From an optimization exercise on the open Yosys and OpenROAD flow, aimed at small area, a short achievable clock period and few clock cycles per item; shortcuts taken in it are not production practice. In this exercise RTL edits were held to simulation tests only and were not proved equivalent to the original.

**config.mk**
```make
export PLATFORM = sky130hd
export DESIGN_NAME = biriscv_divider
export DESIGN_NICKNAME = biriscv_divider
export VERILOG_FILES = /design/flow/design.v
export SDC_FILE = /design/flow/constraint.sdc
export NUM_CORES = 8
export LEC_CHECK = 0
export CAP_MARGIN = 20
export CORE_MARGIN = 2
export CORE_UTILIZATION = 40
export SETUP_SLACK_MARGIN = 1.25
export SLEW_MARGIN = 20
export TNS_END_PERCENT = 5
```
**constraint.sdc**
```tcl
create_clock -name core_clock -period 7.0 [get_ports {clk_i}]
set_input_delay 1.4000 -clock core_clock [delete_from_list [all_inputs] [get_ports {clk_i}]]
set_output_delay 1.4000 -clock core_clock [all_outputs]
set_load 0.01 [all_outputs]
```
**design.v**
```verilog
module biriscv_divider
(
     input           clk_i
    ,input           rst_i
    ,input           opcode_valid_i
    ,input  [ 31:0]  opcode_opcode_i
    ,input  [ 31:0]  opcode_pc_i
    ,input           opcode_invalid_i
    ,input  [  4:0]  opcode_rd_idx_i
    ,input  [  4:0]  opcode_ra_idx_i
    ,input  [  4:0]  opcode_rb_idx_i
    ,input  [ 31:0]  opcode_ra_operand_i
    ,input  [ 31:0]  opcode_rb_operand_i
    ,output          writeback_valid_o
    ,output [ 31:0]  writeback_value_o
);
wire div_rem_inst_w = ((opcode_opcode_i & 32'hfe00707f)  == 32'h2004033)  ||
                      ((opcode_opcode_i & 32'hfe00707f) == 32'h2005033) ||
                      ((opcode_opcode_i & 32'hfe00707f)  == 32'h2006033)  ||
                      ((opcode_opcode_i & 32'hfe00707f) == 32'h2007033);
wire start_w  = opcode_valid_i & div_rem_inst_w;
wire signed_w = ~opcode_opcode_i[12];    
wire div_w    = ~opcode_opcode_i[13];    
wire [31:0] a_w = opcode_ra_operand_i;
wire [31:0] b_w = opcode_rb_operand_i;
wire a_neg_w  = signed_w & a_w[31];
wire b_neg_w  = signed_w & b_w[31];
wire [31:0] a_abs_w = a_neg_w ? -a_w : a_w;
wire [31:0] a_inv_w = a_w ^ {32{a_neg_w}};
wire [31:0] b_inv_w = b_w ^ {32{b_neg_w}};
wire [5:0]  za_w;
wire [5:0]  zb_w;
biriscv_divider_clz u_clz_a (.x_i(a_inv_w), .z_o(za_w));
biriscv_divider_clz u_clz_b (.x_i(b_inv_w), .z_o(zb_w));
wire        b_zero_w = zb_w[5] & ~b_neg_w;
wire [5:0]  za_x_w   = za_w - {5'b0, a_neg_w};
wire [5:0]  zb_x_w   = {zb_w[5] & ~b_neg_w, zb_w[4:0] | {5{zb_w[5]}}};
wire [6:0]  shift_w  = {1'b0, zb_x_w} - {1'b0, za_x_w};
wire        no_q_w   = shift_w[6] | b_zero_w;
wire [4:0]  sh_w     = {shift_w[4:1], 1'b1};
wire [65:0] e_sh_w   = {2'b11, ~b_inv_w, {32{~b_neg_w}}} << sh_w;
wire [33:0] e_init_w = e_sh_w[65:32];
reg        busy_q;
reg        valid_q;
reg [3:0]  cnt_q;
reg        div_q;       
reg        neg_q;       
reg [31:0] r_q;         
reg [33:0] e_q;         
reg        c_q;         
reg [31:0] q_q;         
wire [35:0] sum1_w  = {3'b0, r_q, 1'b1} + {1'b1, e_q, c_q};
wire [34:0] sub1_w  = sum1_w[35:1];
wire        q1_w    = ~sub1_w[34];
wire [31:0] r1_w    = q1_w ? sub1_w[31:0] : r_q;
wire [33:0] e1_w    = {1'b1, e_q[33:1]};
wire [35:0] sum2_w  = {3'b0, r1_w, 1'b1} + {1'b1, e1_w, c_q};
wire [34:0] sub2_w  = sum2_w[35:1];
wire        q2_w    = ~sub2_w[34];
wire [31:0] r2_w    = q2_w ? sub2_w[31:0] : r1_w;
always @(posedge clk_i or posedge rst_i)
if (rst_i)
begin
    busy_q  <= 1'b0;
    valid_q <= 1'b0;
    cnt_q   <= 4'b0;
end
else if (busy_q)
begin
    cnt_q   <= cnt_q - 4'd1;
    if (cnt_q == 4'd0)
    begin
        valid_q <= 1'b1;
        busy_q  <= 1'b0;
    end
    else
        valid_q <= 1'b0;
end
else
begin
    cnt_q   <= sh_w[4:1];
    valid_q <= start_w & no_q_w;
    busy_q  <= start_w & ~no_q_w;
end
always @(posedge clk_i)
if (busy_q)
begin
    if (div_q && cnt_q == 4'd0)
        r_q <= {q_q[29:0], q1_w, q2_w};
    else
        r_q <= r2_w;
    e_q <= {2'b11, e_q[33:2]};
    q_q <= {q_q[29:0], q1_w, q2_w};
end
else
begin
    r_q   <= (div_w & no_q_w) ? {32{b_zero_w}} : a_abs_w;
    e_q   <= e_init_w;
    c_q   <= ~b_neg_w;
    q_q   <= 32'b0;
    div_q <= div_w;
    neg_q <= div_w ? (a_neg_w ^ b_neg_w) & ~b_zero_w : a_neg_w;
end
assign writeback_valid_o = valid_q;
assign writeback_value_o = neg_q ? -r_q : r_q;
endmodule
module biriscv_divider_clz
(
     input  [31:0] x_i
    ,output [5:0]  z_o
);
wire [15:0] v1; wire [15:0] c1;
wire [7:0]  v2; wire [15:0] c2;
wire [3:0]  v3; wire [11:0] c3;
wire [1:0]  v4; wire [7:0]  c4;
genvar i;
generate
for (i = 0; i < 16; i = i + 1)
begin : l1
    assign v1[i] = x_i[2*i+1] | x_i[2*i];
    assign c1[i] = ~x_i[2*i+1];
end
for (i = 0; i < 8; i = i + 1)
begin : l2
    assign v2[i]         = v1[2*i+1] | v1[2*i];
    assign c2[2*i+1:2*i] = v1[2*i+1] ? {1'b0, c1[2*i+1]} : {1'b1, c1[2*i]};
end
for (i = 0; i < 4; i = i + 1)
begin : l3
    assign v3[i]         = v2[2*i+1] | v2[2*i];
    assign c3[3*i+2:3*i] = v2[2*i+1] ? {1'b0, c2[4*i+3:4*i+2]} : {1'b1, c2[4*i+1:4*i]};
end
for (i = 0; i < 2; i = i + 1)
begin : l4
    assign v4[i]         = v3[2*i+1] | v3[2*i];
    assign c4[4*i+3:4*i] = v3[2*i+1] ? {1'b0, c3[6*i+5:6*i+3]} : {1'b1, c3[6*i+2:6*i]};
end
endgenerate
wire       v5 = v4[1] | v4[0];
wire [4:0] c5 = v4[1] ? {1'b0, c4[7:4]} : {1'b1, c4[3:0]};
assign z_o = v5 ? {1'b0, c5} : 6'd32;
endmodule
```
**flow/run.sh**
```bash
#!/bin/bash
# Standard layout, with plain buffers (buf_1) on the ports instead of the
# default delay cells; repair resizes them where timing needs it.
set -euo pipefail
export BUFFER_PORTS_ARGS="-buffer_cell sky130_fd_sc_hd__buf_1"
bash standard.sh > standard.log 2>&1
```
**standard.sh**
```bash
#!/bin/bash
# synth_recipe.tcl (not shown) runs the flow's synth.tcl, then flattens the netlist and writes it again
# the make line also repeats each setting of config.mk as NAME=value (left out here)
make -C /OpenROAD-flow-scripts/flow DESIGN_CONFIG=/design/flow/config.mk WORK_HOME=/design/flow/orfs CLKGATE_MAP_FILE= SYNTH_SCRIPT=/design/flow/synth_recipe.tcl "${@:-finish}"
```
==> flow_summary_export.csv, run 1 <==
group,metric,value,unit
outcome,outcome,"finished clean",
detailed_routing,wirelength,38.2,mm
floorplan,die_y,178,um
layout,fin_nets,1961,
floorplan,rows,63,
grt,grt_util_all_layers,0.237,
grt,grt_pass1_vias,11300,
layout,fin_util,0.467,
worst_setup_path,slowest_delay,0.62,ns
cts,htree_levels,3,
layout,drive_above_1_share,0.125,
min_path,hp-class,"reg -> reg",
synth,yosys_register_bits,105,
place,port_buffers,116,
worst_setup_path,path_cells,"buf_1, nand2b_4, buf_12, buf_4, clkinvlp_4, buf_4, nand2_1, o22ai_4, nand2_2, o211ai_1, o31ai_2, a221oi_2, ha_2, fa_2, buf_12, buf_4, mux4_2, xnor2_1, mux4_2, o21ai_2",
place,gp_congestion,0.971,
synth,synth_ff_type,"dfxtp_1",
floorplan,initial_core_util,0.408,
synth,yosysSeqAreaShare,0.178,
synth,synthCells,1647,
sta,setup_tns,0,ns
place,dp_worst_setup_slack,0.309,ns
sta,finClkSkew,0.0141,ns
synth,syn_avg_cell_area,7.36,um^2
worst_setup_path,critPathMaxFanout,9,
worst_setup_path,path_common_cell,"buf_4",
worst_setup_path,ff2ff_path_depth,22,
synth,async_flop_share,0.0571,
synth,yosysWarnings,1,
floorplan,ioPinCount,180,
grt,grt_remaining_overflow,0,
grt,grt_max_degree,101,
sta,rsz0062_at_grt,"yes",
floorplan,die_w,178,um
worst_setup_path,path_class,"in -> reg",
cts,clk_latency,0.35,ns
cts,cts_inserted_buffers,9,
min_path,hold_depth,1,
layout,num_antenna_cells,0,
sta,period_needed,5.56,ns
synth,synthDistinctLibCells,79,
detailed_routing,drt_iter0_drc,891,
cts,cts_tree,"yes",
worst_setup_path,required,7.28,ns
cts,cts_root_buf,"clkbuf_16",
detailed_routing,vias,12400,
sta,period_share,0.794,
detailed_routing,drtAntennaViolNets,0,
sta,tightest_slew,0.885,ns
synth,synth_area,0.0121,mm^2
cts,clockBufferDepth,2,
detailed_routing,drc,0,
run,maxCapViolCount,0,
sta,drv_slew,0,
detailed_routing,via_per_inst,5.82,
floorplan,core,0.0297,mm^2
worst_setup_path,crit_arrival,5.84,ns
cts,clk_pin_slew,0.07,ns
sta,slew_headroom,0.410,
synth,synth_edf_count,3,
sta,finalHoldViolCount,0,
detailed_routing,firstDrtPassIters,6,
grt,antenna_found_initial,1,
sta,setup_viol,0,
worst_setup_path,end_kind,"flip-flop",
synth,synth_nets,1871,
layout,layout_common_cells,"nand2_1 (167), o21ai_0 (164), a21oi_1 (141)",
layout,area_growth,14.4,%
place,hpwlAfterDp,30.2,mm
sta,worst_slack,1.44,ns
worst_setup_path,start_kind,"input pin",
layout,final_common_cell,"nand2_1",
worst_setup_path,slowest_stage,"fa_2",
cts,clock_sinks,105,
sta,fmax,0.180,GHz
floorplan,dieArea,0.0317,mm^2
detailed_routing,post_drt_wl_per_cell,17.9,um
grt,grt_pass1_wl,60.4,mm
==> per-layer routing <==
layer	vias to the layer above	part of all wire	global-route usage	routed length (um)
met2	371	0.44	0.368	16700
met4	0	0.028	0.0721	1060
li1	6214	-	-	-
met1	5762	0.48	0.343	18400
met3	53	0.055	0.0283	2080
met5	-	0	0	0
==> repair_timing <==
action / 4_1_cts / 5_1_grt
buffers inserted: 10 / 10
hold buffers: 0 / 0
endpoints found under the setup margin: 63 / 66
pin swaps: 3 / 14
cloned: 1 / 1
gates resized for setup: 35 / 71
==> Yosys cell counts, types with 27 or more instances <==
| library cell | instances | share of area |
|---|---|---|
| inv_1 | 45 | 0.014 |
| a21oi_1 | 143 | 0.059 |
| xnor2_1 | 123 | 0.089 |
| a21o_1 | 27 | 0.017 |
| nand3_1 | 39 | 0.016 |
| clkbuf_1 | 67 | 0.021 |
| mux2_2 | 35 | 0.033 |
| o21ai_0 | 188 | 0.078 |
| ha_1 | 74 | 0.076 |
| o31ai_1 | 28 | 0.017 |
| dfxtp_1 | 96 | 0.16 |
| nor3_1 | 30 | 0.012 |
| nand2_1 | 168 | 0.052 |
| and2_1 | 35 | 0.018 |
| xor2_1 | 32 | 0.023 |
| nor2_1 | 124 | 0.038 |
==> critical path, delay by kind of cell <==
kind	cells	cell delay [ns]
xor gates and xnor gates	1	0.15
buffers and inverters	7	0.89
adders and majority gates	2	0.99
AOI/OAI and AO/OA	5	0.91
muxes	2	1.08
and+or+nand+nor	3	0.42
==> kinds of logic after synthesis <==
logic type	count (synthesis)	synth area share
compound gates	564	0.287
xor+xnor	156	0.113
fa+ha+maj	77	0.0813
buf+inv	140	0.0466
flops	105	0.178
mux	72	0.0791
simple gates	533	0.214
==> final timing paths <==
| path | startpoint | to | slack (ns) |
|---|---|---|---|
| max in group asynchronous | rst_i | busy_q$_DFF_PP0_ | 5.89 |
| hold reg to reg | q_q[13]$_SDFF_PN0_ | q_q[15]$_SDFF_PN0_ | 0.46 |
| setup reg to reg | r_q[5]$_DFF_P_ | r_q[24]$_DFF_P_ | 1.45 |
| min in group asynchronous | rst_i | valid_q$_DFF_PP0_ | 0.91 |
| hold / removal | q_q[13]$_SDFF_PN0_ | q_q[15]$_SDFF_PN0_ | 0.46 |
| setup / recovery | opcode_opcode_i[12] | e_q[25]$_DFF_P_ | 1.44 |
==> sequential cells by signal, summed over array words and instances (netlist names) <==
signal,flops
neg_q,1
div_q,1
r_q,32
valid_q,1
e_q,34
cnt_q,4
busy_q,1
c_q,1
q_q,30
==> metrics by stage <==
| stage | hold WS (ns) | instance area, um^2 | std cells |
|---|---|---|---|
| 6_report | 0.460 | 13900 | 2132 |
| 4_1_cts | 0.462 | 13500 | 2120 |
| 3_3_place_gp | 0.441 | 13000 | 2093 |
| 5_1_grt | 0.481 | 13900 | 2132 |
| 3_5_place_dp | 0.440 | 13000 | 2093 |
| 2_1_floorplan | 0.430 | 12100 | 1647 |
==> final cells by class <==
cell class,count,area (um^2)
tap,390,488
fill,2999,15900
timing repair buffer,172,971
clock buffer,11,233
multi-input combinational,1402,9760
sequential,105,2170
timing repair inverter,1,7.51
clock inverter,5,63.8
inverter,46,176
Testbench counts, summed over its fixed seeds: cycles 19,868, ops 4,800.
==> run 2, diff against run 1 <==
--- a/flow/run.sh
+++ b/flow/run.sh
@@ -5,2 +5,3 @@
 export BUFFER_PORTS_ARGS="-buffer_cell sky130_fd_sc_hd__buf_1"
+export RECOVER_POWER=100
 bash standard.sh > standard.log 2>&1
--- a/config.mk
+++ b/config.mk
@@ -12,2 +12 @@
 export SLEW_MARGIN = 20
-export TNS_END_PERCENT = 5
==> run 2 against run 1 <==
The layout now fails its checks (max-capacitance violations, max-slew violations). Clock skew down 0.0051 ns. Clock-buffer cell count down 1. Utilization down 0.67 points. First-iteration DRC count down 5.3%. Wire length down 0.12%. Worst setup slack worse by 0.49 ns. Synthesized cell count unchanged. Die area unchanged. Critical path depth up 5. Sequential share of layout area up 0.21 points. Area after synthesis unchanged. Critical path type unchanged. Largest cell class unchanged.
==> flow_summary_export.csv, run 2 <==
group,metric,value,unit
outcome,outcome,"complete, but fails checks",
outcome,check.faults,"max-capacitance violations, max-slew violations",
detailed_routing,drtAntennaViolNets,0,
grt,grt_max_degree,100,
grt,grt_util_all_layers,0.238,
floorplan,ioPinCount,180,
sta,setup_tns,0,ns
grt,grt_pass1_vias,11300,
synth,yosysSeqAreaShare,0.178,
layout,area_growth,12.8,%
synth,synth_ff_type,"dfxtp_1",
sta,period_needed,6.06,ns
layout,num_antenna_cells,0,
worst_setup_path,critPathMaxFanout,21,
synth,async_flop_share,0.0571,
cts,cts_tree,"yes",
worst_setup_path,start_kind,"input pin",
worst_setup_path,path_common_cell,"inv_1",
sta,drv_slew,100,
synth,synth_nets,1871,
floorplan,die_y,178,um
layout,largest_register_ffs,34,
worst_setup_path,required,7.08,ns
synth,synth_edf_count,3,
min_path,holdPathEnd,"q_q[14]$_SDFF_PN0_",
synth,synthCells,1647,
place,hpwlAfterDp,30.3,mm
synth,post-synth-top-area-cell,"dfxtp_1",
worst_setup_path,ff2ff_path_depth,7,
sta,finClkSkew,0.00898,ns
synth,synth_area,0.0121,mm^2
detailed_routing,drt_iter0_drc,844,
grt,grt_pass1_wl,61.0,mm
synth,yosysWarnings,1,
worst_setup_path,r2r-start,"busy_q$_DFF_PP0_",
layout,reg_top3,"e_q: 34 flops, r_q: 32 flops, q_q: 30 flops",
min_path,hp-class,"reg -> reg",
cts,clock_sinks,105,
sta,tightest_slew,3.58,ns
layout,fillers,3025,
cts,ctsHoldBuffers,0,
min_path,min_from,"q_q[12]$_SDFF_PN0_",
min_path,hold_depth,1,
worst_setup_path,end_kind,"flip-flop",
grt,grt_remaining_overflow,0,
cts,clk_latency,0.35,ns
detailed_routing,wirelength,38.2,mm
floorplan,die_w,178,um
synth,synth_most_common_cell,"o21ai_0",
worst_setup_path,crit_arrival,6.14,ns
sta,fmax,0.165,GHz
floorplan,rows,63,
layout,fin_util,0.460,
worst_setup_path,reg2reg_to,"r_q[22]$_DFF_P_",
cts,clockBufferDepth,2,
sta,rsz0062_at_grt,"yes",
synth,syn_avg_cell_area,7.36,um^2
cts,cts_inserted_buffers,9,
worst_setup_path,crit_path_start,"opcode_opcode_i[12]",
floorplan,core,0.0297,mm^2
sta,slew_headroom,-1.39,
synth,synthDistinctLibCells,79,
worst_setup_path,reg2reg_slack,1.38,ns
synth,yosysTopAreaCellShare,0.159,
detailed_routing,drc,0,
sta,setup_viol,0,
worst_setup_path,slowest_stage,"fa_1",
cts,clk_pin_slew,0.08,ns
worst_setup_path,slowest_delay,0.73,ns
synth,synth_commonest_cells,"o21ai_0 (188), nand2_1 (168), a21oi_1 (143)",
detailed_routing,vias,12400,
worst_setup_path,cpLargestDelayFamily,"compound AO/OA/AOI/OAI gates",
place,port_buffers,116,
layout,drive_above_1_share,0.111,
worst_setup_path,path_class,"in -> reg",
layout,layout_common_cells,"o21ai_0 (175), nand2_1 (167), a21oi_1 (140)",
layout,largest-register,"e_q",
cts,cts_root_buf,"clkbuf_16",
layout,fin_nets,1958,
place,gp_congestion,0.946,
grt,antenna_found_initial,0,
detailed_routing,post_drt_wl_per_cell,17.9,um
detailed_routing,via_per_inst,5.81,
run,maxCapViolCount,1,
worst_setup_path,crit_buf_inv,8,
sta,period_share,0.865,
floorplan,dieArea,0.0317,mm^2
sta,finalHoldViolCount,0,
floorplan,initial_core_util,0.408,
cts,htree_levels,3,
synth,synthTopCellsByArea,"dfxtp_1 (16%), xnor2_1 (8.9%), o21ai_0 (7.8%), ha_1 (7.6%), a21oi_1 (5.9%)",
layout,final_common_cell,"o21ai_0",
synth,yosys_register_bits,105,
detailed_routing,firstDrtPassIters,5,
## run 2: worst max-delay path by stage
| stage | to | cells past startpoint | slack [ns] |
|---|---|---|---|
| 2_1_floorplan | e_q[32]$_SDFF_PP1_ | 23 | 1.25 |
| 3_3_place_gp | e_q[23]$_DFF_P_ | 25 | 0.54 |
| 3_5_place_dp | r_q[4]$_DFF_P_ | 25 | 0.40 |
| 4_1_cts | r_q[29]$_DFF_P_ | 23 | 1.24 |
| 5_1_grt | e_q[19]$_DFF_P_ | 25 | 0.61 |
| 6_report | e_q[23]$_DFF_P_ | 25 | 0.94 |
## run 2: stage by stage
stage	instances	setup slack (ns)	hold slack, ns	cell area, um^2
final	2129	0.944	0.459	13700
after global routing	2129	0.611	0.483	13700
after CTS	2118	1.24	0.460	13500
after detailed placement	2092	0.397	0.439	13000
after global placement	2092	0.542	0.436	13000
after floorplan	1647	1.25	0.430	12100
## run 2: logic make-up after synthesis
family / after synthesis / synth area share
multiplexers: 72 / 0.0791
AND/OR/NAND/NOR: 533 / 0.214
flip-flops: 105 / 0.178
adder cells (fa/ha/maj): 77 / 0.0813
buffers and inverters: 140 / 0.0466
AO/OA/AOI/OAI: 564 / 0.287
XOR/XNOR: 156 / 0.113
## run 2: final cells by class
cell class | instances | area (um^2) | area share
clock buffer | 10 | 239 | 0.0175
tap | 390 | 488 | 0.0357
multi-input combinational | 1402 | 9640 | 0.705
clock inverter | 6 | 55.1 | 0.00403
timing repair buffer | 170 | 911 | 0.0666
inverter | 46 | 173 | 0.0126
sequential | 105 | 2160 | 0.158
## run 2: timing repair
action                                 CTS  global route
endpoints found under the hold margin    0             0
gates resized for setup                 39            71
pin swaps                                6            17
setup buffers                           10            10
setup endpoints to repair               61            66
## run 2: per-layer routing
layer | track usage | part of all wire
met5 | 0 | 0
met4 | 0.0499 | 0.020
met3 | 0.0190 | 0.052
met2 | 0.384 | 0.44
met1 | 0.346 | 0.49
==> run 3, diff against run 2 <==
--- a/flow/run.sh
+++ b/flow/run.sh
@@ -5,3 +5,3 @@
 export BUFFER_PORTS_ARGS="-buffer_cell sky130_fd_sc_hd__buf_1"
-export RECOVER_POWER=100
+export RECOVER_POWER=50
 bash standard.sh > standard.log 2>&1
==> run 3 against run 2 <==
Still fails the layout checks on max-capacitance violations, max-slew violations. First-iteration DRC count is 1.3% higher. Wire length is 0.36% higher. Worst setup slack better by 0.26 ns. Area after synthesis stayed put. Via count is 0.37% higher. Utilization is 0.35 points higher. Design area is 0.75% higher. Clock-buffer cell count stayed put. Non-clock buffer count stayed put. Sequential share of layout area is 0.12 points lower.
==> flow_summary_export.csv, run 3 <==
group,metric,value,unit
layout,reg_top3,"e_q: 34 flops, r_q: 32 flops, q_q: 30 flops",
sta,hold_ws,0.459,ns
sta,rsz0062_at_grt,"yes",
synth,synthTopCellsByArea,"dfxtp_1 (16%), xnor2_1 (8.9%), o21ai_0 (7.8%), ha_1 (7.6%), a21oi_1 (5.9%)",
floorplan,core,0.0297,mm^2
synth,synthCells,1647,
detailed_routing,vias,12400,
layout,layout_common_cells,"nand2_1 (167), o21ai_0 (165), a21oi_1 (137)",
place,dp_worst_setup_slack,0.397,ns
layout,drive_above_1_share,0.122,
synth,synth_nets,1871,
sta,finClkSkew,0.00945,ns
cts,cts_root_buf,"clkbuf_16",
floorplan,ioPinCount,180,
synth,async_flop_share,0.0571,
detailed_routing,post_drt_wl_per_cell,18.0,um
cts,clockBufferDepth,2,
worst_setup_path,required,7.08,ns
floorplan,rows,63,
layout,num_antenna_cells,0,
outcome,check.faults,"max-capacitance violations, max-slew violations",
worst_setup_path,reg2reg_to,"r_q[22]$_DFF_P_",
worst_setup_path,start_kind,"input pin",
layout,final_common_cell,"nand2_1",
synth,yosysTopAreaCellShare,0.159,
synth,synth_commonest_cells,"o21ai_0 (188), nand2_1 (168), a21oi_1 (143)",
place,gp_congestion,0.946,
grt,antenna_found_initial,0,
worst_setup_path,slowest_delay,0.78,ns
synth,yosysWarnings,1,
synth,synthDistinctLibCells,79,
worst_setup_path,critPathMaxFanout,19,
synth,yosysSeqAreaShare,0.178,
place,hpwlAfterDp,30.3,mm
worst_setup_path,end_kind,"flip-flop",
grt,grt_util_all_layers,0.238,
worst_setup_path,crit_path_start,"opcode_opcode_i[12]",
synth,post-synth-top-area-cell,"dfxtp_1",
detailed_routing,wirelength,38.3,mm
grt,grt_pass1_wl,61.0,mm
grt,grt_max_degree,100,
cts,clock_sinks,105,
run,maxCapViolCount,1,
cts,clk_latency,0.35,ns
layout,largest_register_ffs,34,
sta,worst_slack,1.21,ns
sta,setup_viol,0,
sta,drv_slew,100,
layout,fillers,3008,
detailed_routing,firstDrtPassIters,8,
detailed_routing,drc,0,
detailed_routing,via_per_inst,5.83,
sta,tightest_slew,3.65,ns
synth,synth_edf_count,3,
cts,htree_levels,3,
synth,synth_ff_type,"dfxtp_1",
floorplan,initial_core_util,0.408,
sta,period_needed,5.79,ns
worst_setup_path,crit_end,"e_q[23]$_DFF_P_",
sta,setup_tns,0,ns
cts,ctsHoldBuffers,0,
cts,cts_inserted_buffers,9,
layout,fin_nets,1958,
synth,syn_avg_cell_area,7.36,um^2
grt,grt_remaining_overflow,0,
worst_setup_path,slowest_stage,"fa_1",
worst_setup_path,path_class,"in -> reg",
worst_setup_path,ff2ff_path_depth,7,
floorplan,die_w,178,um
min_path,hp-class,"reg -> reg",
sta,fmax,0.173,GHz
layout,area_growth,13.6,%
layout,largest-register,"e_q",
detailed_routing,drtAntennaViolNets,0,
worst_setup_path,r2r-start,"busy_q$_DFF_PP0_",
cts,cts_tree,"yes",
floorplan,die_y,178,um
synth,synth_area,0.0121,mm^2
worst_setup_path,crit_arrival,5.87,ns
outcome,outcome,"complete, but fails checks",
synth,yosys_register_bits,105,
layout,fin_util,0.463,
worst_setup_path,reg2reg_slack,1.32,ns
floorplan,dieArea,0.0317,mm^2
sta,period_share,0.827,
synth,synth_most_common_cell,"o21ai_0",
grt,grt_pass1_vias,11300,
detailed_routing,drt_iter0_drc,855,
cts,clk_pin_slew,0.08,ns
place,port_buffers,116,
sta,finalHoldViolCount,0,
worst_setup_path,path_cells,"buf_1, nand2b_4, buf_6, inv_1, buf_6, o41ai_1, nor3_1, a21oi_1, o31ai_2, a221oi_2, ha_2, fa_1, buf_4, mux2_2, o21ai_0, xnor2_1, a21oi_2, inv_1, o21ai_1, o21ai_0",
sta,slew_headroom,-1.43,
## run 3: logic make-up (layout without fill, tap and decap cells)
group	Yosys count	after routing	share of synthesized area
XOR/XNOR	156	156	0.113
adder cells (fa/ha/maj)	77	77	0.0813
buffers and inverters	140	232	0.0466
AO/OA/AOI/OAI	564	564	0.287
flip-flops	105	105	0.178
AND/OR/NAND/NOR	533	533	0.214
multiplexers	72	72	0.0791
## run 3: repair_timing
item                                    in CTS  in global routing
resized for setup                           39                 71
setup buffers                               10                 10
pin swaps                                    6                 17
endpoints found under the setup margin      61                 66
hold endpoints to repair                     0                  0
## run 3: layer usage
layer / vias up / global-route usage / wire length [um]
met1: 5794 / 0.346 / 18700
met3: 47 / 0.0190 / 1930
li1: 6207 / - / -
met2: 368 / 0.384 / 16900
met5: - / 0 / 0
met4: 0 / 0.0499 / 739
## run 3: worst max-delay path, delay by kind of cell
kind | cells | cell delay (ns)
AO/OA/AOI/OAI | 8 | 1.81
adder cells (fa/ha/maj) | 2 | 1.14
buffers and inverters | 6 | 0.70
multiplexers | 1 | 0.35
AND/OR/NAND/NOR | 2 | 0.25
XOR/XNOR | 1 | 0.20
## run 3: final cells by class
class / count / area (um^2) / share of cell area
Multi-Input combinational cell: 1402 / 9720 / 0.706
Clock inverter: 6 / 55.1 / 0.00400
Tap cell: 390 / 488 / 0.0354
Inverter: 46 / 173 / 0.0125
Timing Repair Buffer: 170 / 930 / 0.0675
Sequential cell: 105 / 2160 / 0.157
Clock buffer: 10 / 239 / 0.0174
## run 3: worst min-delay path by stage
stage | from | endpoint | slack [ns] | depth (start not counted)
2_1_floorplan | q_q[8]$_SDFF_PN0_ | q_q[10]$_SDFF_PN0_ | 0.43 | 1
3_3_place_gp | q_q[11]$_SDFF_PN0_ | q_q[13]$_SDFF_PN0_ | 0.44 | 1
3_5_place_dp | q_q[13]$_SDFF_PN0_ | q_q[15]$_SDFF_PN0_ | 0.44 | 1
4_1_cts | q_q[13]$_SDFF_PN0_ | q_q[15]$_SDFF_PN0_ | 0.46 | 1
5_1_grt | q_q[13]$_SDFF_PN0_ | q_q[15]$_SDFF_PN0_ | 0.48 | 1
6_report | q_q[13]$_SDFF_PN0_ | q_q[15]$_SDFF_PN0_ | 0.46 | 1
## run 3: metrics by stage
stage               instance area [um^2]  std cells
finish                             13800       2129
global route                       13800       2129
CTS                                13500       2118
detailed placement                 13000       2092
global placement                   13000       2092
floorplan                          12100       1647
==> run 4, diff against run 3 <==
--- a/flow/run.sh
+++ b/flow/run.sh
@@ -5,3 +5,2 @@
 export BUFFER_PORTS_ARGS="-buffer_cell sky130_fd_sc_hd__buf_1"
-export RECOVER_POWER=50
 bash standard.sh > standard.log 2>&1
--- a/config.mk
+++ b/config.mk
@@ -10,3 +10,3 @@
 export CORE_UTILIZATION = 40
-export SETUP_SLACK_MARGIN = 1.25
+export SETUP_SLACK_MARGIN = 1.4
 export SLEW_MARGIN = 20
==> run 4 against run 3 <==
Now clean on timing, DRC and antenna. Die area is the same. Register-to-register slack gained 0.31 ns. Wire length grew 1.1%. Synthesized cell count is the same. Via count grew 0.77%. First-iteration DRC count grew 7.3%.
==> flow_summary_export.csv, run 4 <==
group,metric,value,unit
floorplan,initial_core_util,0.408,
layout,area_growth,16.6,%
detailed_routing,via_per_inst,5.86,
floorplan,die_y,178,um
layout,instances_no_fill,2134,
worst_setup_path,end_kind,"flip-flop",
sta,finalHoldViolCount,0,
detailed_routing,drt_iter0_drc,917,
sta,period_share,0.788,
floorplan,dieArea,0.0317,mm^2
sta,setup_viol,0,
synth,yosysTopAreaCellShare,0.159,
synth,synth_edf_count,3,
cts,clock_sinks,105,
synth,async_flop_share,0.0571,
detailed_routing,wirelength,38.7,mm
synth,synth_nets,1871,
sta,fmax,0.181,GHz
floorplan,die_w,178,um
place,dpl.cell_count,2091,
synth,syn_avg_cell_area,7.36,um^2
grt,grt_pass1_vias,11300,
grt,antenna_found_initial,0,
grt,grt_pass1_wl,60.9,mm
cts,clk_pin_slew,0.08,ns
detailed_routing,post_drt_wl_per_cell,18.1,um
synth,synth_ff_type,"dfxtp_1",
synth,synth_most_common_cell,"o21ai_0",
worst_setup_path,required,7.27,ns
layout,largest-register,"e_q",
min_path,hp-class,"reg -> reg",
worst_setup_path,path_class,"in -> reg",
worst_setup_path,start_kind,"input pin",
sta,period_needed,5.51,ns
layout,layout_common_cells,"nand2_1 (164), o21ai_0 (160), a21oi_1 (136)",
synth,synth_commonest_cells,"o21ai_0 (188), nand2_1 (168), a21oi_1 (143)",
layout,num_antenna_cells,0,
worst_setup_path,reg2reg_slack,1.63,ns
detailed_routing,drc,0,
cts,clockBufferDepth,2,
cts,cts_inserted_buffers,9,
cts,cts_tree,"yes",
detailed_routing,firstDrtPassIters,5,
worst_setup_path,critPathMaxFanout,7,
synth,synth_area,0.0121,mm^2
worst_setup_path,crit_arrival,5.79,ns
layout,final_common_cell,"nand2_1",
sta,tightest_slew,0.889,ns
synth,yosys_register_bits,105,
synth,synthTopCellsByArea,"dfxtp_1 (16%), xnor2_1 (8.9%), o21ai_0 (7.8%), ha_1 (7.6%), a21oi_1 (5.9%)",
synth,post-synth-top-area-cell,"dfxtp_1",
floorplan,rows,63,
place,gp_congestion,0.959,
detailed_routing,vias,12500,
layout,largest_register_ffs,34,
cts,clk_latency,0.35,ns
outcome,outcome,"finished clean",
place,hpwlAfterDp,30.2,mm
sta,setup_tns,0,ns
sta,slew_headroom,0.408,
layout,fin_nets,1963,
place,port_buffers,116,
cts,cts_root_buf,"clkbuf_16",
sta,finClkSkew,0.0138,ns
synth,synthDistinctLibCells,79,
floorplan,core,0.0297,mm^2
layout,reg_top3,"e_q: 34 flops, r_q: 32 flops, q_q: 30 flops",
cts,ctsHoldBuffers,0,
synth,yosysSeqAreaShare,0.178,
grt,grt_max_degree,101,
cts,htree_levels,3,
grt,grt_util_all_layers,0.239,
layout,drive_above_1_share,0.146,
sta,rsz0062_at_grt,"yes",
floorplan,ioPinCount,180,
sta,drv_slew,0,
detailed_routing,drtAntennaViolNets,0,
synth,yosysWarnings,1,
run,maxCapViolCount,0,
synth,synthCells,1647,
grt,grt_remaining_overflow,0,
-- run 4: cell counts after synthesis --
No cell type changed its count.
-- run 4: timing repair --
item,in CTS,in global routing
pin swaps,9,32
hold endpoints to repair,0,0
endpoints found under the setup margin,66,64
cloned,0,5
gates resized for setup,51,122
buffers inserted,10,11
-- run 4: area by class of cell --
| class | instances | area, um^2 |
|---|---|---|
| fill | 2986 | 15600 |
| multi-input combinational | 1403 | 9930 |
| sequential | 105 | 2170 |
| timing repair buffer | 174 | 1090 |
| tap | 390 | 488 |
| clock buffer | 10 | 229 |
| inverter | 46 | 175 |
| clock inverter | 6 | 48.8 |
-- run 4: cells by family after synthesis --
| group | after synthesis | share of synthesized area |
|---|---|---|
| xor+xnor | 156 | 0.113 |
| flops | 105 | 0.178 |
| simple gates | 533 | 0.214 |
| fa+ha+maj | 77 | 0.0813 |
| compound gates | 564 | 0.287 |
| mux | 72 | 0.0791 |
| buf+inv | 140 | 0.0466 |
-- run 4: worst paths after layout --
| check | depth (start not counted) | startpoint | endpoint |
|---|---|---|---|
| min in group asynchronous | 2 | rst_i | valid_q$_DFF_PP0_ |
| min | 1 | q_q[18]$_SDFF_PN0_ | q_q[20]$_SDFF_PN0_ |
| min reg2reg | 1 | q_q[18]$_SDFF_PN0_ | q_q[20]$_SDFF_PN0_ |
| max in group asynchronous | 2 | rst_i | busy_q$_DFF_PP0_ |
| max reg2reg | 22 | e_q[5]$_DFF_P_ | r_q[15]$_DFF_P_ |
| max | 17 | opcode_ra_operand_i[15] | e_q[25]$_DFF_P_ |
-- run 4: per-stage QoR --
| step | area, um^2 | setup slack (ns) | hold slack [ns] | utilization |
|---|---|---|---|---|
| final | 14100 | 1.49 | 0.455 | 0.476 |
| after global routing | 14100 | 1.30 | 0.480 | 0.476 |
| after CTS | 13500 | 1.41 | 0.456 | 0.454 |
| after detailed placement | 13000 | 0.457 | 0.438 | 0.436 |
| after global placement | 13000 | 0.492 | 0.440 | 0.436 |
| after floorplan | 12100 | 1.41 | 0.430 | - |
-- run 4: worst max-delay path, cell delays in order --
cell       delay (ns)
buf_1            0.18
or4_4            0.59
o22ai_4          0.22
nand2_4          0.11
nor2b_4          0.15
nor2_1           0.07
a41oi_1          0.25
ha_1             0.30
a31oi_2          0.19
nand2_1          0.10
fa_2             0.65
clkbuf_16        0.18
mux4_2           0.52
xnor2_2          0.14
inv_1            0.08
mux4_2           0.51
o21ai_1          0.13
-- run 4: metal layers --
metal	vias to the layer above	track usage	routed length, um
li1	6211	-	-
met1	5860	0.345	18500
met2	396	0.380	17400
met3	45	0.0211	2110
met4	0	0.0632	769
met5	-	0	0
==> run 5, diff against run 4 <==
--- a/config.mk
+++ b/config.mk
@@ -10,3 +10,3 @@
 export CORE_UTILIZATION = 40
-export SETUP_SLACK_MARGIN = 1.4
+export SETUP_SLACK_MARGIN = 1.1
 export SLEW_MARGIN = 20
==> run 5 against run 4 <==
Clock skew about the same. First-iteration DRC count increased by 9.1%. Critical endpoint is now r_q[2]$_DFF_P_. Still clean on timing, DRC and antenna. Synthesized cell count unchanged. Fmax decreased by 3.4%. Die area unchanged.
==> flow_summary_export.csv, run 5 <==
group,metric,value,unit
sta,rsz0062_at_grt,"yes",
synth,synthCells,1647,
synth,async_flop_share,0.0571,
worst_setup_path,end_kind,"flip-flop",
layout,fin_area,0.0138,mm^2
detailed_routing,drtAntennaViolNets,0,
layout,reg_top3,"e_q: 34 flops, r_q: 32 flops, q_q: 30 flops",
worst_setup_path,path_class,"in -> reg",
cts,cts_tree,"yes",
cts,clk_latency,0.36,ns
detailed_routing,firstDrtPassIters,5,
synth,post-synth-top-area-cell,"dfxtp_1",
cts,htree_levels,3,
sta,setup_tns,0,ns
floorplan,initial_core_util,0.408,
layout,multiInputGateArea,0.00968,mm^2
detailed_routing,drc,0,
synth,synth_top_family_by_area,"compound AO/OA/AOI/OAI gates",
sta,period_needed,5.71,ns
floorplan,die_y,178,um
synth,synth_edf_count,3,
detailed_routing,wirelength,38.7,mm
synth,yosys_register_bits,105,
cts,cts_inserted_buffers,9,
layout,area_growth,13.5,%
synth,yosysWarnings,1,
synth,yosys.area_share.adder,0.0813,
worst_setup_path,reg2reg_slack,1.32,ns
synth,synth_nets,1871,
layout,final_common_cell,"o21ai_0",
detailed_routing,vias,12400,
grt,grt_max_degree,101,
place,dpl.cell_count,2093,
grt,antenna_found_initial,0,
synth,synth_commonest_cells,"o21ai_0 (188), nand2_1 (168), a21oi_1 (143)",
sta,worst_slack,1.29,ns
floorplan,rows,63,
layout,fillers,3070,
place,gp_congestion,0.966,
layout,num_antenna_cells,0,
sta,setup_viol,0,
outcome,outcome,"finished clean",
synth,muxShareOfSynthArea,0.0791,
place,dp_worst_setup_slack,0.339,ns
floorplan,dieArea,0.0317,mm^2
layout,drive_above_1_share,0.117,
detailed_routing,post_drt_wl_per_cell,18.2,um
sta,finClkSkew,0.0134,ns
worst_setup_path,crit_arrival,5.99,ns
grt,grt_util_all_layers,0.239,
synth,synthDistinctLibCells,79,
cts,clk_pin_slew,0.08,ns
sta,period_share,0.815,
layout,layout_common_cells,"o21ai_0 (177), nand2_1 (166), a21oi_1 (139)",
floorplan,core,0.0297,mm^2
worst_setup_path,slowest_delay,0.53,ns
run,maxCapViolCount,0,
place,dpl-instance-area,0.0130,mm^2
synth,yosysSeqAreaShare,0.178,
worst_setup_path,required,7.28,ns
sta,slew_headroom,0.407,
layout,fin_nets,1959,
synth,synth_ff_type,"dfxtp_1",
synth,synth_xor_area_frac,0.113,
synth,synthTopCellsByArea,"dfxtp_1 (16%), xnor2_1 (8.9%), o21ai_0 (7.8%), ha_1 (7.6%), a21oi_1 (5.9%)",
place,port_buffers,116,
worst_setup_path,critPathMaxFanout,18,
layout,largest-register,"e_q",
cts,cts_root_buf,"clkbuf_16",
synth,yosysTopAreaCellShare,0.159,
layout,regArea,0.00216,mm^2
min_path,hp-class,"reg -> reg",
detailed_routing,drt_iter0_drc,1000,
grt,grt_remaining_overflow,0,
synth,synth_most_common_cell,"o21ai_0",
cts,clockBufferDepth,2,
worst_setup_path,path_common_cell,"a21oi_1",
worst_setup_path,slowest_stage,"o21ai_0",
place,hpwlAfterDp,30.5,mm
floorplan,ioPinCount,180,
grt,grt_pass1_vias,11200,
synth,syn_avg_cell_area,7.36,um^2
sta,finalHoldViolCount,0,
synth,synth_area,0.0121,mm^2
synth,synth_compound_area_frac,0.287,
sta,tightest_slew,0.889,ns
sta,drv_slew,0,
grt,grt_pass1_wl,61.0,mm
layout,instances_no_fill,2130,
worst_setup_path,start_kind,"input pin",
synth,synth-simple-area-share,0.214,
detailed_routing,via_per_inst,5.84,
floorplan,die_w,178,um
cts,clock_sinks,105,
layout,largest_register_ffs,34,
sta,fmax,0.175,GHz
==> run 5: cell counts after synthesis <==
Identical to the previous run, type by type.
==> run 5: cells by family after synthesis <==
| kind of cell | Yosys count |
|---|---|
| compound gates | 564 |
| xor+xnor | 156 |
| fa+ha+maj | 77 |
| buf+inv | 140 |
| flops | 105 |
| mux | 72 |
| simple gates | 533 |
==> run 5: critical path, delay by kind of cell <==
kind | cells | cell delay (ns)
fa+ha+maj | 3 | 0.89
buf+inv | 6 | 0.94
simple gates | 5 | 0.64
compound gates | 11 | 1.89
xor+xnor | 1 | 0.21
==> run 5: metal layers <==
| layer | up-vias | GRT usage | share of wire |
|---|---|---|---|
| li1 | 6207 | - | - |
| met1 | 5797 | 0.346 | 0.49 |
| met2 | 385 | 0.389 | 0.44 |
| met3 | 40 | 0.0153 | 0.050 |
| met4 | 0 | 0.0492 | 0.018 |
| met5 | - | 0 | 0 |
==> run 5: final cells by class <==
cell class | instances | area share
timing repair buffer | 170 | 0.0681
tap | 390 | 0.0355
clock inverter | 6 | 0.00391
inverter | 46 | 0.0128
sequential | 105 | 0.157
multi-input combinational | 1402 | 0.704
clock buffer | 10 | 0.0182
timing repair inverter | 1 | 0.000364
==> run 5: worst paths after layout <==
path,from,endpoint,cells after the start
min reg2reg,q_q[11]$_SDFF_PN0_,q_q[13]$_SDFF_PN0_,1
max reg2reg,r_q[5]$_DFF_P_,r_q[29]$_DFF_P_,23
max in group asynchronous,rst_i,busy_q$_DFF_PP0_,2
min,q_q[11]$_SDFF_PN0_,q_q[13]$_SDFF_PN0_,1
min in group asynchronous,rst_i,valid_q$_DFF_PP0_,2
max,opcode_ra_operand_i[31],r_q[2]$_DFF_P_,26
==> run 5: repair_timing <==
action	4_1_cts	5_1_grt
endpoints found under the setup margin	60	64
setup buffers	11	8
gates cloned	0	1
hold buffers	0	0
resized for setup	16	55
pin swaps	3	8
==> run 5: through the flow <==
step	hold WS [ns]	util
after global routing	0.472	0.463
after detailed placement	0.441	0.436
after floorplan	0.430	-
after global placement	0.439	0.436
final	0.457	0.463
after CTS	0.459	0.452
==> run 6, diff against run 5 <==
--- a/config.mk
+++ b/config.mk
@@ -10,3 +10,4 @@
 export CORE_UTILIZATION = 40
-export SETUP_SLACK_MARGIN = 1.1
+export PLACE_DENSITY = 0.45
+export SETUP_SLACK_MARGIN = 1.25
 export SLEW_MARGIN = 20
==> run 6 against run 5 <==
Wire length increased by 7.6%. Critical endpoint is now e_q[25]$_DFF_P_. Worst setup slack gained 0.12 ns. Still clean on timing, DRC and antenna. Die area unchanged. Sequential share of layout area down 0.30 points. Fmax up 2.1%. Critical path type unchanged. Cell count grew 0.61%. First-iteration DRC count shrank 26%.
==> flow_summary_export.csv, run 6 <==
group,metric,value,unit
floorplan,die_y,178,um
synth,yosysTopAreaCellShare,0.159,
layout,largest_register_ffs,34,
min_path,hp-class,"reg -> reg",
synth,synth_nets,1871,
floorplan,die_w,178,um
cts,cts_tree,"yes",
detailed_routing,via_per_inst,5.83,
place,dpl.cell_count,2095,
grt,grt_remaining_overflow,0,
sta,period_share,0.799,
layout,layout_common_cells,"o21ai_0 (167), nand2_1 (166), a21oi_1 (135)",
cts,clockBufferDepth,2,
worst_setup_path,crit_end,"e_q[25]$_DFF_P_",
detailed_routing,vias,12500,
floorplan,ioPinCount,180,
grt,grt_pass1_vias,11400,
grt,grt_pass1_wl,64.1,mm
layout,area_growth,15.8,%
layout,instances_no_fill,2143,
synth,yosysSeqAreaShare,0.178,
sta,tightest_slew,0.904,ns
worst_setup_path,path_class,"in -> reg",
floorplan,core,0.0297,mm^2
sta,slew_headroom,0.398,
synth,syn_avg_cell_area,7.36,um^2
worst_setup_path,end_kind,"flip-flop",
grt,antenna_found_initial,1,
min_path,min_from,"q_q[10]$_SDFF_PN0_",
floorplan,dieArea,0.0317,mm^2
worst_setup_path,reg2reg_to,"r_q[12]$_DFF_P_",
detailed_routing,wirelength,41.7,mm
synth,synthCells,1647,
sta,drv_slew,0,
sta,rsz0062_at_grt,"no",
layout,final_common_cell,"o21ai_0",
sta,finalHoldViolCount,0,
layout,fin_nets,1973,
layout,multiInputGateArea,0.00983,mm^2
grt,grt_max_degree,82,
sta,fmax,0.179,GHz
cts,cts_root_buf,"clkbuf_16",
sta,worst_slack,1.41,ns
synth,synth_edf_count,3,
worst_setup_path,start_kind,"input pin",
detailed_routing,post_drt_wl_per_cell,19.4,um
synth,synthTopCellsByArea,"dfxtp_1 (16%), xnor2_1 (8.9%), o21ai_0 (7.8%), ha_1 (7.6%), a21oi_1 (5.9%)",
layout,regArea,0.00217,mm^2
cts,clk_latency,0.35,ns
sta,period_needed,5.59,ns
cts,cts_inserted_buffers,9,
synth,synth_commonest_cells,"o21ai_0 (188), nand2_1 (168), a21oi_1 (143)",
synth,synth_most_common_cell,"o21ai_0",
sta,setup_tns,0,ns
floorplan,initial_core_util,0.408,
layout,num_antenna_cells,0,
worst_setup_path,ff2ff_path_depth,25,
worst_setup_path,critPathMaxFanout,13,
detailed_routing,drt_iter0_drc,743,
cts,htree_levels,3,
detailed_routing,drtAntennaViolNets,0,
worst_setup_path,reg2reg_slack,1.53,ns
outcome,outcome,"finished clean",
worst_setup_path,required,7.28,ns
worst_setup_path,r2r-start,"r_q[5]$_DFF_P_",
detailed_routing,drc,0,
worst_setup_path,crit_path_start,"opcode_ra_operand_i[15]",
synth,synthDistinctLibCells,79,
cts,clk_pin_slew,0.07,ns
layout,largest-register,"e_q",
layout,reg_top3,"e_q: 34 flops, r_q: 32 flops, q_q: 30 flops",
worst_setup_path,crit_arrival,5.87,ns
place,gp_congestion,0.920,
synth,post-synth-top-area-cell,"dfxtp_1",
synth,yosys_register_bits,105,
detailed_routing,firstDrtPassIters,5,
place,hpwlAfterDp,32.7,mm
grt,grt_util_all_layers,0.258,
synth,yosysWarnings,1,
cts,ctsHoldBuffers,0,
floorplan,rows,63,
sta,finClkSkew,0.00827,ns
layout,drive_above_1_share,0.139,
synth,synth_area,0.0121,mm^2
run,maxCapViolCount,0,
synth,synth_ff_type,"dfxtp_1",
layout,fillers,3086,
synth,async_flop_share,0.0571,
sta,setup_viol,0,
place,port_buffers,116,
cts,clock_sinks,105,
place,dp_worst_setup_slack,0.305,ns
[run 6: cell counts after synthesis]
Identical to the previous run, type by type.
[run 6: how the worst min path moves through the flow]
stage                    endpoint  cells past startpoint
5_1_grt        q_q[11]$_SDFF_PN0_                      1
4_1_cts        q_q[20]$_SDFF_PN0_                      1
6_report       q_q[12]$_SDFF_PN0_                      1
3_3_place_gp   q_q[28]$_SDFF_PN0_                      1
2_1_floorplan  q_q[10]$_SDFF_PN0_                      1
3_5_place_dp   q_q[11]$_SDFF_PN0_                      1
[run 6: critical path: stages]
cell	delay, ns
buf_1	0.17
or4_4	0.60
o22ai_2	0.21
nand2_1	0.16
nor2b_2	0.21
nor2_1	0.09
a41oi_2	0.27
ha_4	0.25
a31oi_4	0.16
nand2_1	0.09
fa_2	0.56
buf_12	0.15
buf_12	0.15
mux4_2	0.53
xnor2_1	0.17
mux4_2	0.54
o21ai_0	0.14
[run 6: logic make-up after synthesis]
| kind of cell | share of synthesized area |
|---|---|
| fa+ha+maj | 0.0813 |
| xor+xnor | 0.113 |
| compound gates | 0.287 |
| simple gates | 0.214 |
| mux | 0.0791 |
| buf+inv | 0.0466 |
| flops | 0.178 |
[run 6: area by class of cell]
type | count | share of cell area
multi-input combinational | 1402 | 0.701
sequential | 105 | 0.154
timing repair buffer | 185 | 0.0783
tap | 390 | 0.0348
clock buffer | 11 | 0.0173
inverter | 46 | 0.0126
clock inverter | 4 | 0.00205
[run 6: timing repair]
action,4_1_cts,5_1_grt
setup buffers,16,12
gates resized for setup,49,70
pin swaps,9,21
endpoints found under the hold margin,0,0
gates cloned,0,4
setup endpoints to repair,66,62
[run 6: stage by stage]
step           hold WS [ns]  utilization  cell area [um^2]
6_report              0.457        0.472             14000
4_1_cts               0.460        0.458             13600
5_1_grt               0.479        0.472             14000
3_5_place_dp          0.442        0.437             13000
3_3_place_gp          0.437        0.437             13000
2_1_floorplan         0.430            -             12100
[run 6: per-layer routing]
metal / wire length (um) / global-route usage / vias up
met4: 973 / 0.0727 / 2
met2: 18400 / 0.400 / 291
met1: 20700 / 0.378 / 5914
li1: - / - / 6249
met3: 1590 / 0.0234 / 47
met5: 16 / 0 / -
==> run 7, diff against run 6 <==
--- a/config.mk
+++ b/config.mk
@@ -10,3 +10,3 @@
 export CORE_UTILIZATION = 40
-export PLACE_DENSITY = 0.45
+export PLACE_DENSITY = 0.75
 export SETUP_SLACK_MARGIN = 1.25
==> run 7 against run 6 <==
Global-route usage shrank 2.1 points. Flip-flop and latch count is the same. Clock-buffer cell count shrank 1. Utilization shrank 0.48 points. Die area is the same. Clock skew grew 0.00050 ns. Critical path type unchanged. Largest cell class unchanged. First-iteration DRC count grew 45%. Still clean.
==> flow_summary_export.csv, run 7 <==
group,metric,value,unit
detailed_routing,vias,12800,
synth,syn_avg_cell_area,7.36,um^2
min_path,min_from,"q_q[21]$_SDFF_PN0_",
sta,tightest_slew,0.874,ns
synth,synth_nets,1871,
synth,synthDistinctLibCells,79,
worst_setup_path,slowest_delay,0.41,ns
cts,cts_inserted_buffers,9,
floorplan,ioPinCount,180,
synth,synthTopCellsByArea,"dfxtp_1 (16%), xnor2_1 (8.9%), o21ai_0 (7.8%), ha_1 (7.6%), a21oi_1 (5.9%)",
cts,clock_sinks,105,
synth,synthCells,1647,
synth,async_flop_share,0.0571,
layout,fin_nets,1956,
layout,largest_register_ffs,34,
layout,drive_above_1_share,0.131,
worst_setup_path,end_kind,"flip-flop",
cts,clk_latency,0.35,ns
grt,antenna_found_initial,0,
place,hpwlAfterDp,29.5,mm
sta,setup_viol,0,
layout,reg_top3,"e_q: 34 flops, r_q: 32 flops, q_q: 30 flops",
worst_setup_path,cpLargestDelayFamily,"compound AO/OA/AOI/OAI gates",
worst_setup_path,crit_buf_inv,5,
worst_setup_path,slowest_stage,"fa_2",
sta,period_share,0.800,
floorplan,die_y,178,um
min_path,holdPathEnd,"q_q[23]$_SDFF_PN0_",
layout,largest-register,"e_q",
min_path,hold_depth,1,
place,gp_congestion,0.960,
synth,yosysSeqAreaShare,0.178,
detailed_routing,drt_iter0_drc,1074,
sta,finClkSkew,0.00877,ns
detailed_routing,drc,0,
synth,synth_edf_count,3,
worst_setup_path,reg2reg_slack,1.48,ns
synth,yosysWarnings,1,
worst_setup_path,r2r-start,"r_q[5]$_DFF_P_",
grt,grt_pass1_vias,11600,
worst_setup_path,path_class,"in -> reg",
grt,grt_util_all_layers,0.236,
sta,finalHoldViolCount,0,
min_path,hp-class,"reg -> reg",
detailed_routing,firstDrtPassIters,7,
sta,slew_headroom,0.417,
detailed_routing,via_per_inst,6.01,
layout,fin_util,0.467,
layout,fillers,2933,
sta,setup_tns,0,ns
grt,grt_remaining_overflow,0,
synth,synth_ff_type,"dfxtp_1",
cts,cts_root_buf,"clkbuf_16",
outcome,outcome,"finished clean",
floorplan,core,0.0297,mm^2
worst_setup_path,required,7.19,ns
worst_setup_path,critPathMaxFanout,12,
detailed_routing,wirelength,38.3,mm
run,maxCapViolCount,0,
synth,yosysTopAreaCellShare,0.159,
layout,area_growth,14.6,%
layout,final_common_cell,"o21ai_0",
place,dp_worst_setup_slack,0.385,ns
layout,layout_common_cells,"o21ai_0 (167), nand2_1 (166), a21oi_1 (135)",
synth,synth_area,0.0121,mm^2
floorplan,rows,63,
synth,yosys_register_bits,105,
synth,post-synth-top-area-cell,"dfxtp_1",
sta,rsz0062_at_grt,"no",
floorplan,initial_core_util,0.408,
detailed_routing,post_drt_wl_per_cell,18.0,um
layout,num_antenna_cells,0,
place,port_buffers,116,
sta,fmax,0.179,GHz
cts,htree_levels,3,
sta,hold_ws,0.457,ns
worst_setup_path,crit_path_start,"opcode_opcode_i[12]",
cts,ctsHoldBuffers,0,
sta,worst_slack,1.40,ns
detailed_routing,drtAntennaViolNets,0,
grt,grt_max_degree,101,
synth,synth_commonest_cells,"o21ai_0 (188), nand2_1 (168), a21oi_1 (143)",
floorplan,die_w,178,um
worst_setup_path,start_kind,"input pin",
worst_setup_path,reg2reg_to,"r_q[29]$_DFF_P_",
grt,grt_pass1_wl,61.0,mm
cts,clk_pin_slew,0.07,ns
sta,drv_slew,0,
sta,period_needed,5.60,ns
cts,clockBufferDepth,2,
worst_setup_path,ff2ff_path_depth,23,
worst_setup_path,crit_arrival,5.79,ns
floorplan,dieArea,0.0317,mm^2
synth,synth_most_common_cell,"o21ai_0",
cts,cts_tree,"yes",
## run 7: cell counts after synthesis
No cell type changed its count.
## run 7: worst max path at each step
stage	to	slack, ns	cells after the start
after CTS	e_q[20]$_DFF_P_	1.24	24
after detailed placement	e_q[20]$_DFF_P_	0.38	23
after floorplan	e_q[32]$_SDFF_PP1_	1.25	23
final	e_q[19]$_DFF_P_	1.40	26
after global routing	e_q[19]$_DFF_P_	1.23	24
after global placement	e_q[20]$_DFF_P_	0.54	23
## run 7: cell families (layout without fill, tap and decap cells)
family | count (synthesis) | in the layout | synth area share
AOI/OAI and AO/OA | 564 | 564 | 0.287
and+or+nand+nor | 533 | 533 | 0.214
xor gates and xnor gates | 156 | 157 | 0.113
buffers and inverters | 140 | 229 | 0.0466
DFF | 105 | 105 | 0.178
adders and majority gates | 77 | 77 | 0.0813
muxes | 72 | 72 | 0.0791
## run 7: routing by layer
metal,vias to the layer above,GRT usage,part of all wire,routed length (um)
met3,72,0.0277,0.067,2560
met2,535,0.379,0.45,17200
met1,5975,0.332,0.46,17700
li1,6195,-,-,-
met4,0,0.0707,0.025,963
met5,-,0,0,0
## run 7: repair_timing
item | in CTS | in global routing
setup buffers | 10 | 13
resized for setup | 41 | 83
pin swaps | 6 | 18
endpoints found under the setup margin | 63 | 66
gates cloned | 1 | 1
hold endpoints to repair | 0 | 0
## run 7: cell type report
type,count,area [um^2],share of cell area
Clock buffer,10,250,0.0180
Clock inverter,6,46.3,0.00333
Inverter,46,173,0.0124
Multi-Input combinational cell,1403,9810,0.706
Sequential cell,105,2170,0.156
Tap cell,390,488,0.0351
Timing Repair Buffer,167,951,0.0685
## run 7: through the flow
step	std cells	cell area [um^2]
2_1_floorplan	1647	12100
3_3_place_gp	2085	12900
3_5_place_dp	2085	12900
4_1_cts	2112	13500
5_1_grt	2127	13900
6_report	2127	13900
## run 7: worst register-to-register path: cells and delay by family, from the launching register on
| family | cells | cell delay (ns) |
|---|---|---|
| buf+inv | 4 | 0.65 |
| compound gates | 13 | 3.06 |
| mux | 1 | 0.34 |
| flops | 1 | 0.39 |
| fa+ha+maj | 2 | 0.68 |
| simple gates | 3 | 0.31 |
==> run 8, diff against run 7 <==
--- a/flow/run.sh
+++ b/flow/run.sh
@@ -5,2 +5,3 @@
 export BUFFER_PORTS_ARGS="-buffer_cell sky130_fd_sc_hd__buf_1"
+export SKIP_GATE_CLONING=1
 bash standard.sh > standard.log 2>&1
--- a/config.mk
+++ b/config.mk
@@ -10,3 +10,2 @@
 export CORE_UTILIZATION = 40
-export PLACE_DENSITY = 0.75
 export SETUP_SLACK_MARGIN = 1.25
==> run 8 against run 7 <==
Fmax rose by 0.78%. Cell count barely moved. Sequential share of layout area rose by 0.054 points. Global-route usage rose by 0.18 points. Synthesized cell count did not move. Clock skew rose by 0.00087 ns. Via count fell by 3.0%. Non-clock buffer count rose by 3.
==> flow_summary_export.csv, run 8 <==
group,metric,value,unit
outcome,outcome,"finished clean",
synth,post-synth-top-area-cell,"dfxtp_1",
floorplan,ioPinCount,180,
detailed_routing,drc,0,
sta,setup_tns,0,ns
sta,period_share,0.794,
worst_setup_path,crit_path_start,"opcode_opcode_i[12]",
synth,synth_commonest_cells,"o21ai_0 (188), nand2_1 (168), a21oi_1 (143)",
synth,async_flop_share,0.0571,
worst_setup_path,required,7.29,ns
grt,grt_util_all_layers,0.238,
sta,setup_viol,0,
run,maxCapViolCount,0,
layout,layout_common_cells,"nand2_1 (167), o21ai_0 (164), a21oi_1 (137)",
min_path,hp-class,"reg -> reg",
synth,synth_ff_type,"dfxtp_1",
cts,cts_tree,"yes",
layout,final_common_cell,"nand2_1",
synth,yosys_register_bits,105,
grt,grt_pass1_wl,61.0,mm
layout,largest-register,"e_q",
synth,syn_avg_cell_area,7.36,um^2
place,port_buffers,116,
sta,slew_headroom,0.428,
cts,cts_root_buf,"clkbuf_16",
detailed_routing,via_per_inst,5.82,
sta,fmax,0.180,GHz
layout,regArea,0.00216,mm^2
synth,synth_edf_count,3,
synth,yosysSeqAreaShare,0.178,
cts,ctsHoldBuffers,0,
floorplan,dieArea,0.0317,mm^2
worst_setup_path,start_kind,"input pin",
floorplan,core,0.0297,mm^2
synth,synth_most_common_cell,"o21ai_0",
layout,fin_area,0.0138,mm^2
detailed_routing,vias,12400,
min_path,min_from,"q_q[12]$_SDFF_PN0_",
cts,htree_levels,3,
layout,fin_nets,1958,
floorplan,rows,63,
layout,multiInputGateArea,0.00975,mm^2
synth,synth_area,0.0121,mm^2
grt,antenna_found_initial,0,
place,hpwlAfterDp,30.3,mm
synth,synthCells,1647,
detailed_routing,post_drt_wl_per_cell,18.0,um
detailed_routing,drt_iter0_drc,895,
floorplan,die_w,178,um
sta,rsz0062_at_grt,"yes",
layout,reg_top3,"e_q: 34 flops, r_q: 32 flops, q_q: 30 flops",
grt,grt_remaining_overflow,0,
layout,fillers,3002,
detailed_routing,firstDrtPassIters,5,
sta,period_needed,5.55,ns
layout,largest_register_ffs,34,
cts,clk_latency,0.35,ns
worst_setup_path,end_kind,"flip-flop",
layout,area_growth,13.9,%
cts,clk_pin_slew,0.08,ns
layout,drive_above_1_share,0.128,
sta,tightest_slew,0.858,ns
worst_setup_path,crit_arrival,5.85,ns
detailed_routing,wirelength,38.3,mm
place,dpl-instance-area,0.0130,mm^2
## run 8: cell count changes in the layout (fill, tap and decap cells not counted), moves of 3 or more
cell	before	now
buf_4	33	39
ha_1	71	68
o21ai_0	167	164
o21ai_1	21	29
o21ai_2	10	4
## run 8: path summary, 6_finish.rpt
check                                     endpoint  slack, ns  cells after the start
worst min-delay path            q_q[14]$_SDFF_PN0_       0.46                      1
max in group asynchronous         busy_q$_DFF_PP0_       5.88                      2
worst max register to register     r_q[29]$_DFF_P_       1.56                     22
worst max-delay path               e_q[17]$_DFF_P_       1.45                     19
min in group asynchronous        valid_q$_DFF_PP0_       0.92                      2
worst min register to register  q_q[14]$_SDFF_PN0_       0.46                      1
## run 8: routing by layer
layer / vias up / routed length, um / GRT usage
li1: 6206 / - / -
met1: 5754 / 18600 / 0.346
met2: 387 / 16900 / 0.384
met3: 46 / 2070 / 0.0190
met4: 0 / 728 / 0.0499
met5: - / 0 / 0
## run 8: cell type report
type / count / share of cell area
clock buffer: 10 / 0.0173
clock inverter: 6 / 0.00399
inverter: 46 / 0.0125
multi-input combinational: 1402 / 0.706
sequential: 105 / 0.157
tap: 390 / 0.0353
timing repair buffer: 170 / 0.0679
## run 8: worst max-delay path, stage by stage
cell and delay [ns]:
buf_1 0.09, nand2b_4 0.15, buf_6 0.14, inv_1 0.06
buf_6 0.16, o41ai_1 0.50, nor3_1 0.10, a21oi_1 0.22
o31ai_2 0.10, a221oi_2 0.28, ha_2 0.36, fa_2 0.69
buf_6 0.16, mux4_2 0.53, xnor2_2 0.13, inv_1 0.08
mux2_2 0.31, o31ai_1 0.21, a31o_2 0.15
## run 8: through the flow
stage / setup WS, ns / hold slack, ns
floorplan: 1.25 / 0.430
global placement: 0.542 / 0.436
detailed placement: 0.397 / 0.439
CTS: 1.24 / 0.460
global route: 1.20 / 0.483
finish: 1.45 / 0.459
## run 8: what timing repair did
item | CTS | global route
pin swaps | 6 | 17
setup endpoints to repair | 61 | 66
resized for setup | 39 | 71
setup buffers | 10 | 10
## run 8: logic make-up (layout without fill, tap and decap cells)
kind of cell             Yosys count  count (layout)  synth area share
AO/OA/AOI/OAI                    564             564             0.287
XOR/XNOR                         156             156             0.113
adder cells (fa/ha/maj)           77              77            0.0813
buffers and inverters            140             232            0.0466
flip-flops                       105             105             0.178
multiplexers                      72              72            0.0791
AND/OR/NAND/NOR                  533             533             0.214

## re-timing with driven ports
The results above use ideal ports. As a check the final layouts listed here were re-extracted and re-timed, cells and wires unchanged.
Step 1 (the two cells are an assumption about what drives the block):
set clk [get_ports {clk_i}]
set_driving_cell -lib_cell sky130_fd_sc_hd__clkbuf_16 $clk
set_driving_cell -lib_cell sky130_fd_sc_hd__buf_2 [delete_from_list [all_inputs] $clk]
Step 2, shift: input delay + t, output delay - t, t = (earliest + latest rising clock arrival at the registers) / 2. This alone moves slack from input paths to output paths.
Three values: ideal, step 1, step 2; two values: the first two.
| run | t (ns) | setup WS [ns] | worst register clock-pin slew, ns | cell pins on the clock port's net |
|---|---|---|---|---|
| run 1 | 0.383 | 1.439 / 1.451 / 1.078 | 0.08 / 0.08 | 1 |
| run 2 | 0.388 | 0.944 / 0.961 / 0.573 | 0.08 / 0.08 | 1 |
| run 3 | 0.389 | 1.209 / 1.224 / 0.836 | 0.08 / 0.08 | 1 |
| run 4 | 0.381 | 1.487 / 1.507 / 1.126 | 0.08 / 0.08 | 1 |
| run 5 | 0.392 | 1.294 / 1.319 / 0.927 | 0.08 / 0.08 | 1 |
| run 6 | 0.395 | 1.409 / 1.423 / 1.028 | 0.08 / 0.08 | 1 |
| run 7 | 0.391 | 1.402 / 1.427 / 1.036 | 0.08 / 0.08 | 1 |
| run 8 | 0.388 | 1.445 / 1.461 / 1.073 | 0.08 / 0.08 | 1 |
The setup slack of run 6, which loses most, moves by +0.014 ns with the drivers and by -0.381 ns with both steps.
